Source: an optimization exercise on an open RTL-to-GDS flow (aim: small area, a short achievable clock period and few clock cycles per item). Production flows keep margins and buffers that such runs may drop. At most, simulation tests tie the RTL to the original design; equivalence was not proved.

==> inputs of 10-21 <==
==> flow/design.v <==
module bin2bcd(bin, en, clk, reset, bcd_out, rdy);
	input [11:0] bin;
	input clk;
	input en;
	output [15:0] bcd_out;
	output rdy;
	input reset;
	reg [14:0] mid;     
	reg result_rdy;
	wire [12:0] front_o;
	wire [14:0] back_o;
	front u_front(.v(bin[11:2]), .o(front_o));
	always @(posedge clk)
		mid <= {front_o, bin[1:0]};
	always @(posedge clk or posedge reset) begin
		if (reset) result_rdy <= 1'b0;
		else result_rdy <= en;
	end
	back u_back(.m(mid[14:2]), .l(mid[1:0]), .o(back_o));
	assign bcd_out = {1'b0, back_o};
	assign rdy = result_rdy;
endmodule
module front(v, o);
	input [9:0] v;
	output [12:0] o;
	wire new_n24, new_n25, new_n26, new_n27, new_n28, new_n29, new_n30, new_n31, new_n32, new_n33, new_n34, new_n35, new_n36, new_n37, new_n38, new_n39, new_n40, new_n41, new_n42, new_n43, new_n44, new_n45, new_n46, new_n47, new_n48, new_n49, new_n50, new_n51, new_n52, new_n53, new_n54, new_n55, new_n56, new_n57, new_n58, new_n59, new_n60, new_n61, new_n62, new_n63, new_n64, new_n65, new_n66, new_n67, new_n68, new_n69, new_n70, new_n71, new_n72, new_n73, new_n74, new_n75, new_n76, new_n77, new_n78, new_n79, new_n80, new_n81, new_n82, new_n83, new_n84, new_n85, new_n86, new_n87, new_n88, new_n89, new_n90, new_n91, new_n92, new_n93, new_n94, new_n95, new_n96, new_n97, new_n98, new_n100, new_n101, new_n103, new_n104, new_n105, new_n107, new_n108, new_n110, new_n111, new_n112, new_n113, new_n114, new_n115, new_n116, new_n117, new_n118, new_n119, new_n120, new_n121, new_n122, new_n123, new_n124, new_n125, new_n126, new_n127, new_n129, new_n130, new_n131, new_n132, new_n133, new_n134, new_n135, new_n136, new_n137, new_n138, new_n139, new_n140, new_n141, new_n142, new_n143, new_n144, new_n146, new_n147, new_n149, new_n150, new_n151, new_n153, new_n154;
	assign new_n24 = ~v[7] & v[9];
	assign new_n25 = ~v[8] & new_n24;
	assign new_n26 = v[6] & new_n25;
	assign new_n27 = v[8] & ~new_n24;
	assign new_n28 = ~v[6] & new_n27;
	assign new_n29 = v[7] & ~v[9];
	assign new_n30 = ~v[7] & ~v[8];
	assign new_n31 = v[9] & ~new_n30;
	assign new_n32 = ~v[7] & new_n31;
	assign new_n33 = ~new_n29 & ~new_n32;
	assign new_n34 = new_n28 & new_n33;
	assign new_n35 = ~new_n26 & ~new_n34;
	assign new_n36 = v[5] & ~new_n35;
	assign new_n37 = ~v[6] & new_n25;
	assign new_n38 = ~new_n28 & ~new_n33;
	assign new_n39 = ~new_n37 & ~new_n38;
	assign new_n40 = ~v[5] & ~new_n39;
	assign new_n41 = ~v[6] & ~new_n29;
	assign new_n42 = new_n27 & ~new_n41;
	assign new_n43 = ~new_n25 & ~new_n42;
	assign new_n44 = v[6] & ~new_n43;
	assign new_n45 = ~v[6] & new_n43;
	assign new_n46 = ~new_n44 & ~new_n45;
	assign new_n47 = new_n40 & ~new_n46;
	assign new_n48 = ~new_n36 & ~new_n47;
	assign new_n49 = v[4] & ~new_n48;
	assign new_n50 = ~v[5] & ~new_n35;
	assign new_n51 = ~new_n40 & new_n46;
	assign new_n52 = ~new_n50 & ~new_n51;
	assign new_n53 = ~v[5] & ~new_n46;
	assign new_n54 = ~new_n39 & ~new_n53;
	assign new_n55 = new_n35 & ~new_n54;
	assign new_n56 = v[5] & ~new_n55;
	assign new_n57 = ~v[5] & new_n55;
	assign new_n58 = ~new_n56 & ~new_n57;
	assign new_n59 = ~v[4] & ~new_n58;
	assign new_n60 = ~new_n52 & new_n59;
	assign new_n61 = ~new_n49 & ~new_n60;
	assign new_n62 = v[3] & ~new_n61;
	assign new_n63 = ~v[4] & ~new_n48;
	assign new_n64 = ~v[4] & ~new_n52;
	assign new_n65 = new_n58 & ~new_n64;
	assign new_n66 = ~new_n63 & ~new_n65;
	assign new_n67 = ~v[3] & ~new_n66;
	assign new_n68 = ~new_n52 & ~new_n59;
	assign new_n69 = new_n48 & ~new_n68;
	assign new_n70 = v[4] & ~new_n69;
	assign new_n71 = ~v[4] & new_n69;
	assign new_n72 = ~new_n70 & ~new_n71;
	assign new_n73 = new_n67 & ~new_n72;
	assign new_n74 = ~new_n62 & ~new_n73;
	assign new_n75 = ~v[2] & ~new_n74;
	assign new_n76 = ~v[3] & ~new_n61;
	assign new_n77 = ~new_n67 & new_n72;
	assign new_n78 = ~new_n76 & ~new_n77;
	assign new_n79 = ~v[2] & ~new_n78;
	assign new_n80 = ~v[3] & ~new_n72;
	assign new_n81 = ~new_n66 & ~new_n80;
	assign new_n82 = new_n61 & ~new_n81;
	assign new_n83 = v[3] & ~new_n82;
	assign new_n84 = ~v[3] & new_n82;
	assign new_n85 = ~new_n83 & ~new_n84;
	assign new_n86 = ~new_n79 & new_n85;
	assign new_n87 = ~new_n75 & ~new_n86;
	assign new_n88 = ~v[2] & ~new_n85;
	assign new_n89 = ~new_n78 & ~new_n88;
	assign new_n90 = new_n74 & ~new_n89;
	assign new_n91 = v[2] & ~new_n90;
	assign new_n92 = ~v[2] & new_n90;
	assign new_n93 = ~new_n91 & ~new_n92;
	assign new_n94 = ~v[1] & ~new_n93;
	assign new_n95 = ~new_n87 & ~new_n94;
	assign new_n96 = v[2] & ~new_n74;
	assign new_n97 = new_n79 & ~new_n85;
	assign new_n98 = ~new_n96 & ~new_n97;
	assign o[4] = new_n95 | ~new_n98;
	assign new_n100 = ~v[1] & o[4];
	assign new_n101 = v[1] & ~o[4];
	assign o[1] = new_n100 | new_n101;
	assign new_n103 = ~v[1] & ~new_n98;
	assign new_n104 = ~v[1] & ~new_n87;
	assign new_n105 = new_n93 & ~new_n104;
	assign o[2] = new_n103 | new_n105;
	assign new_n107 = v[1] & ~new_n98;
	assign new_n108 = ~new_n87 & new_n94;
	assign o[3] = new_n107 | new_n108;
	assign new_n110 = new_n43 & new_n55;
	assign new_n111 = new_n31 & new_n110;
	assign new_n112 = ~new_n69 & new_n111;
	assign new_n113 = ~new_n31 & ~new_n43;
	assign new_n114 = new_n31 & ~new_n55;
	assign new_n115 = new_n31 & ~new_n110;
	assign new_n116 = new_n55 & ~new_n115;
	assign new_n117 = ~new_n114 & ~new_n116;
	assign new_n118 = new_n69 & ~new_n117;
	assign new_n119 = new_n113 & new_n118;
	assign new_n120 = ~new_n112 & ~new_n119;
	assign new_n121 = new_n82 & ~new_n120;
	assign new_n122 = new_n69 & new_n111;
	assign new_n123 = new_n69 & new_n113;
	assign new_n124 = new_n117 & ~new_n123;
	assign new_n125 = ~new_n122 & ~new_n124;
	assign new_n126 = new_n82 & ~new_n125;
	assign new_n127 = new_n113 & ~new_n118;
	assign o[10] = new_n111 | new_n127;
	assign new_n129 = ~new_n69 & ~o[10];
	assign new_n130 = new_n69 & o[10];
	assign new_n131 = ~new_n129 & ~new_n130;
	assign new_n132 = ~new_n126 & ~new_n131;
	assign new_n133 = ~new_n121 & ~new_n132;
	assign new_n134 = new_n82 & new_n131;
	assign new_n135 = ~new_n125 & ~new_n134;
	assign new_n136 = new_n120 & ~new_n135;
	assign new_n137 = new_n82 & ~new_n136;
	assign new_n138 = ~new_n82 & new_n136;
	assign new_n139 = ~new_n137 & ~new_n138;
	assign new_n140 = new_n90 & new_n139;
	assign new_n141 = ~new_n133 & ~new_n140;
	assign new_n142 = ~new_n82 & ~new_n120;
	assign new_n143 = new_n126 & new_n131;
	assign new_n144 = ~new_n142 & ~new_n143;
	assign o[8] = new_n141 | ~new_n144;
	assign new_n146 = new_n90 & o[8];
	assign new_n147 = ~new_n90 & ~o[8];
	assign o[5] = new_n146 | new_n147;
	assign new_n149 = new_n90 & ~new_n144;
	assign new_n150 = new_n90 & ~new_n133;
	assign new_n151 = ~new_n139 & ~new_n150;
	assign o[6] = new_n149 | new_n151;
	assign new_n153 = ~new_n90 & ~new_n144;
	assign new_n154 = ~new_n133 & new_n140;
	assign o[7] = new_n153 | new_n154;
	assign o[9] = ~new_n115 & ~new_n136;
	assign o[11] = new_n115 & new_n136;
	assign o[12] = new_n115 & ~new_n136;
	assign o[0] = v[0];
endmodule
module back(m, l, o);
	input [12:0] m;
	input [1:0] l;
	output [14:0] o;
	wire new_n31, new_n32, new_n33, new_n34, new_n35, new_n36, new_n37, new_n38, new_n39, new_n40, new_n41, new_n42, new_n43, new_n44, new_n45, new_n47, new_n48, new_n50, new_n51, new_n52, new_n54, new_n55, new_n57, new_n58, new_n59, new_n60, new_n61, new_n62, new_n63, new_n64, new_n65, new_n66, new_n67, new_n68, new_n69, new_n70, new_n71, new_n73, new_n74, new_n76, new_n77, new_n78, new_n79, new_n80, new_n81, new_n83, new_n84, new_n86, new_n87, new_n88, new_n89, new_n90, new_n91, new_n93, new_n94, new_n95, new_n96, new_n97, new_n98, new_n99, new_n100, new_n102, new_n103, new_n105, new_n106, new_n107, new_n109, new_n110;
	assign new_n31 = ~m[0] & m[3];
	assign new_n32 = ~m[0] & m[2];
	assign new_n33 = m[1] & ~new_n32;
	assign new_n34 = ~new_n31 & ~new_n33;
	assign new_n35 = ~m[0] & ~m[1];
	assign new_n36 = m[2] & ~new_n35;
	assign new_n37 = ~m[3] & ~new_n36;
	assign new_n38 = ~m[0] & ~new_n37;
	assign new_n39 = m[0] & new_n37;
	assign new_n40 = ~new_n38 & ~new_n39;
	assign new_n41 = ~l[1] & new_n40;
	assign new_n42 = ~new_n34 & ~new_n41;
	assign new_n43 = m[0] & m[3];
	assign new_n44 = m[2] & new_n35;
	assign new_n45 = ~new_n43 & ~new_n44;
	assign o[4] = new_n42 | ~new_n45;
	assign new_n47 = l[1] & o[4];
	assign new_n48 = ~l[1] & ~o[4];
	assign o[1] = ~new_n47 & ~new_n48;
	assign new_n50 = ~l[1] & ~new_n45;
	assign new_n51 = ~l[1] & ~new_n34;
	assign new_n52 = ~new_n40 & ~new_n51;
	assign o[2] = new_n50 | new_n52;
	assign new_n54 = l[1] & ~new_n45;
	assign new_n55 = new_n40 & new_n51;
	assign o[3] = new_n54 | new_n55;
	assign new_n57 = m[4] & m[7];
	assign new_n58 = ~m[4] & m[6];
	assign new_n59 = ~m[5] & new_n58;
	assign new_n60 = ~new_n57 & ~new_n59;
	assign new_n61 = ~m[4] & m[7];
	assign new_n62 = m[5] & ~new_n58;
	assign new_n63 = ~new_n61 & ~new_n62;
	assign new_n64 = ~m[4] & ~m[5];
	assign new_n65 = m[6] & ~new_n64;
	assign new_n66 = ~m[7] & ~new_n65;
	assign new_n67 = m[4] & new_n66;
	assign new_n68 = ~m[4] & ~new_n66;
	assign new_n69 = new_n37 & ~new_n68;
	assign new_n70 = ~new_n67 & new_n69;
	assign new_n71 = ~new_n63 & ~new_n70;
	assign o[8] = ~new_n60 | new_n71;
	assign new_n73 = new_n37 & ~o[8];
	assign new_n74 = ~new_n37 & o[8];
	assign o[5] = ~new_n73 & ~new_n74;
	assign new_n76 = new_n37 & ~new_n60;
	assign new_n77 = new_n37 & ~new_n63;
	assign new_n78 = m[4] & ~new_n66;
	assign new_n79 = ~m[4] & new_n66;
	assign new_n80 = ~new_n78 & ~new_n79;
	assign new_n81 = ~new_n77 & new_n80;
	assign o[6] = new_n76 | new_n81;
	assign new_n83 = ~new_n37 & ~new_n60;
	assign new_n84 = ~new_n63 & new_n70;
	assign o[7] = new_n83 | new_n84;
	assign new_n86 = ~m[8] & m[11];
	assign new_n87 = ~m[8] & m[10];
	assign new_n88 = m[9] & ~new_n87;
	assign new_n89 = ~new_n86 & ~new_n88;
	assign new_n90 = ~m[8] & ~m[9];
	assign new_n91 = m[10] & ~new_n90;
	assign o[13] = m[11] | new_n91;
	assign new_n93 = ~m[8] & o[13];
	assign new_n94 = m[8] & ~o[13];
	assign new_n95 = ~new_n93 & ~new_n94;
	assign new_n96 = new_n66 & new_n95;
	assign new_n97 = ~new_n89 & ~new_n96;
	assign new_n98 = m[8] & m[11];
	assign new_n99 = m[10] & new_n90;
	assign new_n100 = ~new_n98 & ~new_n99;
	assign o[12] = new_n97 | ~new_n100;
	assign new_n102 = ~new_n66 & o[12];
	assign new_n103 = new_n66 & ~o[12];
	assign o[9] = ~new_n102 & ~new_n103;
	assign new_n105 = new_n66 & ~new_n100;
	assign new_n106 = new_n66 & ~new_n89;
	assign new_n107 = ~new_n95 & ~new_n106;
	assign o[10] = new_n105 | new_n107;
	assign new_n109 = ~new_n66 & ~new_n100;
	assign new_n110 = new_n95 & new_n106;
	assign o[11] = new_n109 | new_n110;
	assign o[0] = l[0];
	assign o[14] = m[12];
endmodule
==> flow/flow/run.sh <==
#!/bin/bash
# Standard layout, but with the smallest buffer on every port instead of
# the delay buffer that buffer_ports picks by default.
set -euo pipefail
export BUFFER_PORTS_ARGS="-buffer_cell sky130_fd_sc_hd__buf_1"
export CTS_ARGS="-sink_clustering_enable -repair_clock_nets -dont_use_dummy_load -buf_list sky130_fd_sc_hd__clkbuf_4 -root_buf sky130_fd_sc_hd__clkbuf_4"
bash standard.sh > standard.log 2>&1
==> flow/standard.sh <==
#!/bin/bash
# synth_recipe.tcl (not shown) runs the flow's synth.tcl, then flattens the netlist and writes it again
# the make line also repeats each setting of config.mk as NAME=value (left out here)
make -C /OpenROAD-flow-scripts/flow DESIGN_CONFIG=/design/flow/config.mk WORK_HOME=/design/flow/orfs CLKGATE_MAP_FILE= SYNTH_SCRIPT=/design/flow/synth_recipe.tcl "${@:-finish}"
==> flow/config.mk <==
export PLATFORM = sky130hd
export DESIGN_NAME = bin2bcd
export DESIGN_NICKNAME = bin2bcd
export VERILOG_FILES = /design/flow/design.v
export SDC_FILE = /design/flow/constraint.sdc
export NUM_CORES = 4
export LEC_CHECK = 0
export ABC_AREA = 1
export CAP_MARGIN = 20
export CORE_AREA = 2.3 2.72 63.7 63.28
export DIE_AREA = 0 0 66 66
export PLACE_DENSITY = 0.6
export SLEW_MARGIN = 20
==> flow/constraint.sdc <==
create_clock -name core_clock -period 5.0 [get_ports {clk}]
set_input_delay 1.0000 -clock core_clock [delete_from_list [all_inputs] [get_ports {clk}]]
set_output_delay 1.0000 -clock core_clock [all_outputs]
set_load 0.01 [all_outputs]
==> 12-04: changes against 10-21 <==
--- a/flow/design.v
+++ b/flow/design.v
@@ -165,7 +165,7 @@
 	input [12:0] m;
 	input [1:0] l;
 	output [14:0] o;
-	wire new_n31, new_n32, new_n33, new_n34, new_n35, new_n36, new_n37, new_n38, new_n39, new_n40, new_n41, new_n42, new_n43, new_n44, new_n45, new_n47, new_n48, new_n50, new_n51, new_n52, new_n54, new_n55, new_n57, new_n58, new_n59, new_n60, new_n61, new_n62, new_n63, new_n64, new_n65, new_n66, new_n67, new_n68, new_n69, new_n70, new_n71, new_n73, new_n74, new_n76, new_n77, new_n78, new_n79, new_n80, new_n81, new_n83, new_n84, new_n86, new_n87, new_n88, new_n89, new_n90, new_n91, new_n93, new_n94, new_n95, new_n96, new_n97, new_n98, new_n99, new_n100, new_n102, new_n103, new_n105, new_n106, new_n107, new_n109, new_n110;
+	wire new_n31, new_n32, new_n33, new_n34, new_n35, new_n36, new_n37, new_n38, new_n39, new_n40, new_n41, new_n42, new_n43, new_n44, new_n45, new_n47, new_n48, new_n50, new_n51, new_n52, new_n54, new_n55, new_n57, new_n58, new_n59, new_n60, new_n61, new_n62, new_n63, new_n64, new_n65, new_n66, new_n67, new_n68, new_n69, new_n70, new_n71, new_n73, new_n74, new_n76, new_n77, new_n78, new_n80, new_n81, new_n83, new_n84, new_n85, new_n86, new_n87, new_n88, new_n90, new_n91, new_n92, new_n93, new_n94, new_n95, new_n96, new_n97, new_n99, new_n100, new_n102, new_n103, new_n104, new_n106, new_n107;
 	assign new_n31 = ~m[0] & m[3];
 	assign new_n32 = ~m[0] & m[2];
 	assign new_n33 = m[1] & ~new_n32;
@@ -173,80 +173,77 @@
 	assign new_n35 = ~m[0] & ~m[1];
 	assign new_n36 = m[2] & ~new_n35;
 	assign new_n37 = ~m[3] & ~new_n36;
-	assign new_n38 = ~m[0] & ~new_n37;
-	assign new_n39 = m[0] & new_n37;
+	assign new_n38 = m[0] & ~new_n37;
+	assign new_n39 = ~m[0] & new_n37;
 	assign new_n40 = ~new_n38 & ~new_n39;
-	assign new_n41 = ~l[1] & new_n40;
+	assign new_n41 = ~l[1] & ~new_n40;
 	assign new_n42 = ~new_n34 & ~new_n41;
 	assign new_n43 = m[0] & m[3];
 	assign new_n44 = m[2] & new_n35;
 	assign new_n45 = ~new_n43 & ~new_n44;
 	assign o[4] = new_n42 | ~new_n45;
-	assign new_n47 = l[1] & o[4];
-	assign new_n48 = ~l[1] & ~o[4];
-	assign o[1] = ~new_n47 & ~new_n48;
+	assign new_n47 = ~l[1] & o[4];
+	assign new_n48 = l[1] & ~o[4];
+	assign o[1] = new_n47 | new_n48;
 	assign new_n50 = ~l[1] & ~new_n45;
 	assign new_n51 = ~l[1] & ~new_n34;
-	assign new_n52 = ~new_n40 & ~new_n51;
+	assign new_n52 = new_n40 & ~new_n51;
 	assign o[2] = new_n50 | new_n52;
 	assign new_n54 = l[1] & ~new_n45;
-	assign new_n55 = new_n40 & new_n51;
+	assign new_n55 = ~new_n40 & new_n51;
 	assign o[3] = new_n54 | new_n55;
-	assign new_n57 = m[4] & m[7];
+	assign new_n57 = ~m[4] & m[7];
 	assign new_n58 = ~m[4] & m[6];
-	assign new_n59 = ~m[5] & new_n58;
+	assign new_n59 = m[5] & ~new_n58;
 	assign new_n60 = ~new_n57 & ~new_n59;
-	assign new_n61 = ~m[4] & m[7];
-	assign new_n62 = m[5] & ~new_n58;
-	assign new_n63 = ~new_n61 & ~new_n62;
-	assign new_n64 = ~m[4] & ~m[5];
-	assign new_n65 = m[6] & ~new_n64;
-	assign new_n66 = ~m[7] & ~new_n65;
-	assign new_n67 = m[4] & new_n66;
-	assign new_n68 = ~m[4] & ~new_n66;
-	assign new_n69 = new_n37 & ~new_n68;
-	assign new_n70 = ~new_n67 & new_n69;
-	assign new_n71 = ~new_n63 & ~new_n70;
-	assign o[8] = ~new_n60 | new_n71;
-	assign new_n73 = new_n37 & ~o[8];
-	assign new_n74 = ~new_n37 & o[8];
-	assign o[5] = ~new_n73 & ~new_n74;
-	assign new_n76 = new_n37 & ~new_n60;
-	assign new_n77 = new_n37 & ~new_n63;
-	assign new_n78 = m[4] & ~new_n66;
-	assign new_n79 = ~m[4] & new_n66;
-	assign new_n80 = ~new_n78 & ~new_n79;
-	assign new_n81 = ~new_n77 & new_n80;
-	assign o[6] = new_n76 | new_n81;
-	assign new_n83 = ~new_n37 & ~new_n60;
-	assign new_n84 = ~new_n63 & new_n70;
-	assign o[7] = new_n83 | new_n84;
-	assign new_n86 = ~m[8] & m[11];
-	assign new_n87 = ~m[8] & m[10];
-	assign new_n88 = m[9] & ~new_n87;
-	assign new_n89 = ~new_n86 & ~new_n88;
-	assign new_n90 = ~m[8] & ~m[9];
-	assign new_n91 = m[10] & ~new_n90;
-	assign o[13] = m[11] | new_n91;
-	assign new_n93 = ~m[8] & o[13];
-	assign new_n94 = m[8] & ~o[13];
-	assign new_n95 = ~new_n93 & ~new_n94;
-	assign new_n96 = new_n66 & new_n95;
-	assign new_n97 = ~new_n89 & ~new_n96;
-	assign new_n98 = m[8] & m[11];
-	assign new_n99 = m[10] & new_n90;
-	assign new_n100 = ~new_n98 & ~new_n99;
-	assign o[12] = new_n97 | ~new_n100;
-	assign new_n102 = ~new_n66 & o[12];
-	assign new_n103 = new_n66 & ~o[12];
-	assign o[9] = ~new_n102 & ~new_n103;
-	assign new_n105 = new_n66 & ~new_n100;
-	assign new_n106 = new_n66 & ~new_n89;
-	assign new_n107 = ~new_n95 & ~new_n106;
-	assign o[10] = new_n105 | new_n107;
-	assign new_n109 = ~new_n66 & ~new_n100;
-	assign new_n110 = new_n95 & new_n106;
-	assign o[11] = new_n109 | new_n110;
+	assign new_n61 = ~m[4] & ~m[5];
+	assign new_n62 = m[6] & ~new_n61;
+	assign new_n63 = ~m[7] & ~new_n62;
+	assign new_n64 = ~m[4] & ~new_n63;
+	assign new_n65 = m[4] & new_n63;
+	assign new_n66 = ~new_n64 & ~new_n65;
+	assign new_n67 = new_n37 & new_n66;
+	assign new_n68 = ~new_n60 & ~new_n67;
+	assign new_n69 = m[4] & m[7];
+	assign new_n70 = ~m[5] & new_n58;
+	assign new_n71 = ~new_n69 & ~new_n70;
+	assign o[8] = new_n68 | ~new_n71;
+	assign new_n73 = new_n37 & o[8];
+	assign new_n74 = ~new_n37 & ~o[8];
+	assign o[5] = new_n73 | new_n74;
+	assign new_n76 = new_n37 & ~new_n71;
+	assign new_n77 = new_n37 & ~new_n60;
+	assign new_n78 = ~new_n66 & ~new_n77;
+	assign o[6] = new_n76 | new_n78;
+	assign new_n80 = ~new_n37 & ~new_n71;
+	assign new_n81 = ~new_n60 & new_n67;
+	assign o[7] = new_n80 | new_n81;
+	assign new_n83 = ~m[8] & m[11];
+	assign new_n84 = ~m[8] & m[10];
+	assign new_n85 = m[9] & ~new_n84;
+	assign new_n86 = ~new_n83 & ~new_n85;
+	assign new_n87 = ~m[8] & ~m[9];
+	assign new_n88 = m[10] & ~new_n87;
+	assign o[13] = m[11] | new_n88;
+	assign new_n90 = m[8] & o[13];
+	assign new_n91 = ~m[8] & ~o[13];
+	assign new_n92 = ~new_n90 & ~new_n91;
+	assign new_n93 = new_n63 & ~new_n92;
+	assign new_n94 = ~new_n86 & ~new_n93;
+	assign new_n95 = m[8] & m[11];
+	assign new_n96 = m[10] & new_n87;
+	assign new_n97 = ~new_n95 & ~new_n96;
+	assign o[12] = new_n94 | ~new_n97;
+	assign new_n99 = new_n63 & o[12];
+	assign new_n100 = ~new_n63 & ~o[12];
+	assign o[9] = new_n99 | new_n100;
+	assign new_n102 = new_n63 & ~new_n97;
+	assign new_n103 = new_n63 & ~new_n86;
+	assign new_n104 = new_n92 & ~new_n103;
+	assign o[10] = new_n102 | new_n104;
+	assign new_n106 = ~new_n63 & ~new_n97;
+	assign new_n107 = ~new_n92 & new_n103;
+	assign o[11] = new_n106 | new_n107;
 	assign o[0] = l[0];
 	assign o[14] = m[12];
 endmodule
SETUP_SLACK_MARGIN = 2.15   (was unset)
==> flow_summary_export.csv <==
group,metric,value,unit
outcome,status,"no timing/DRC/antenna violations",
layout,non_clock_buffer_count,40,
layout,multi_input_area_share,54.2,%
synthesis,ys_top_cells_by_count,"40 x inv_1, 37 x nand2_1, 20 x nor2_1, 18 x nand2_2, 16 x o21ai_0",
route,wire_per_inst,9.55,µm
route,met3RoutedLength,72,µm
layout,fillers,364,
synthesis,yosys.area.top_type_share,23.0,%
route,wl_met1,1.25,mm
placement,placed_cell_area,0.00145,mm²
synthesis,netlist_area,0.00130,mm²
layout,final_nets,267,
placement,placedCellCount,285,
floorplan,start_util,35.6,%
(the above is from 12-04)
==> flow_summary_export.csv <==
group,metric,value,unit
route,wire_per_inst,7.82,µm
synthesis,netlist_area,0.00131,mm²
layout,multi_input_area_share,54.8,%
synthesis,yosys.area.top_type_share,22.9,%
placement,placedCellCount,280,
outcome,status,"no timing/DRC/antenna violations",
route,met3RoutedLength,50,µm
placement,placed_cell_area,0.00146,mm²
route,wl_met1,1.10,mm
layout,final_nets,254,
floorplan,start_util,35.8,%
synthesis,ys_top_cells_by_count,"38 x nand2_1, 35 x inv_1, 18 x nand2_2, 18 x nor2_1, 15 x dfxtp_1",
layout,fillers,409,
(the above is from 10-21)
Testbench counts of 12-04, summed over its fixed seeds: cycles 2,056, items 2,048.
No functional check of the RTL was part of 10-21.

==> what the ideal ports hide <==
The results above use ideal ports. As a check the final layouts listed here were re-extracted and re-timed, cells and wires unchanged.
Step 1: set_driving_cell puts a clkbuf_16 on clk and a buf_2 on each other input, an assumption about the parent block.
Step 2 adds t to the input delays and takes it off the output delays; t is the mean of the earliest and latest rising clock arrival at the registers after step 1. Input paths then give back, and output paths get back, about the clock's delay inside the block.
Three values: no drivers, after step 1, after step 2; two values: the first two.
run | t (ns) | slack for setup (ns) | hold WS [ns] | worst register clock-pin slew, ns | pins driven straight from the clock port
10-21 | 0.283 | 2.036 / 2.017 / 1.828 | 0.521 / 0.521 / 0.805 | 0.08 / 0.08 | 1
12-04 | 0.287 | 2.094 / 2.051 / 1.764 | 0.520 / 0.519 / 0.806 | 0.08 / 0.08 | 1
After both steps every run listed still meets setup and hold. For 12-04, which loses most, drivers alone change the setup slack by -0.043 ns; drivers and shift together by -0.330 ns.
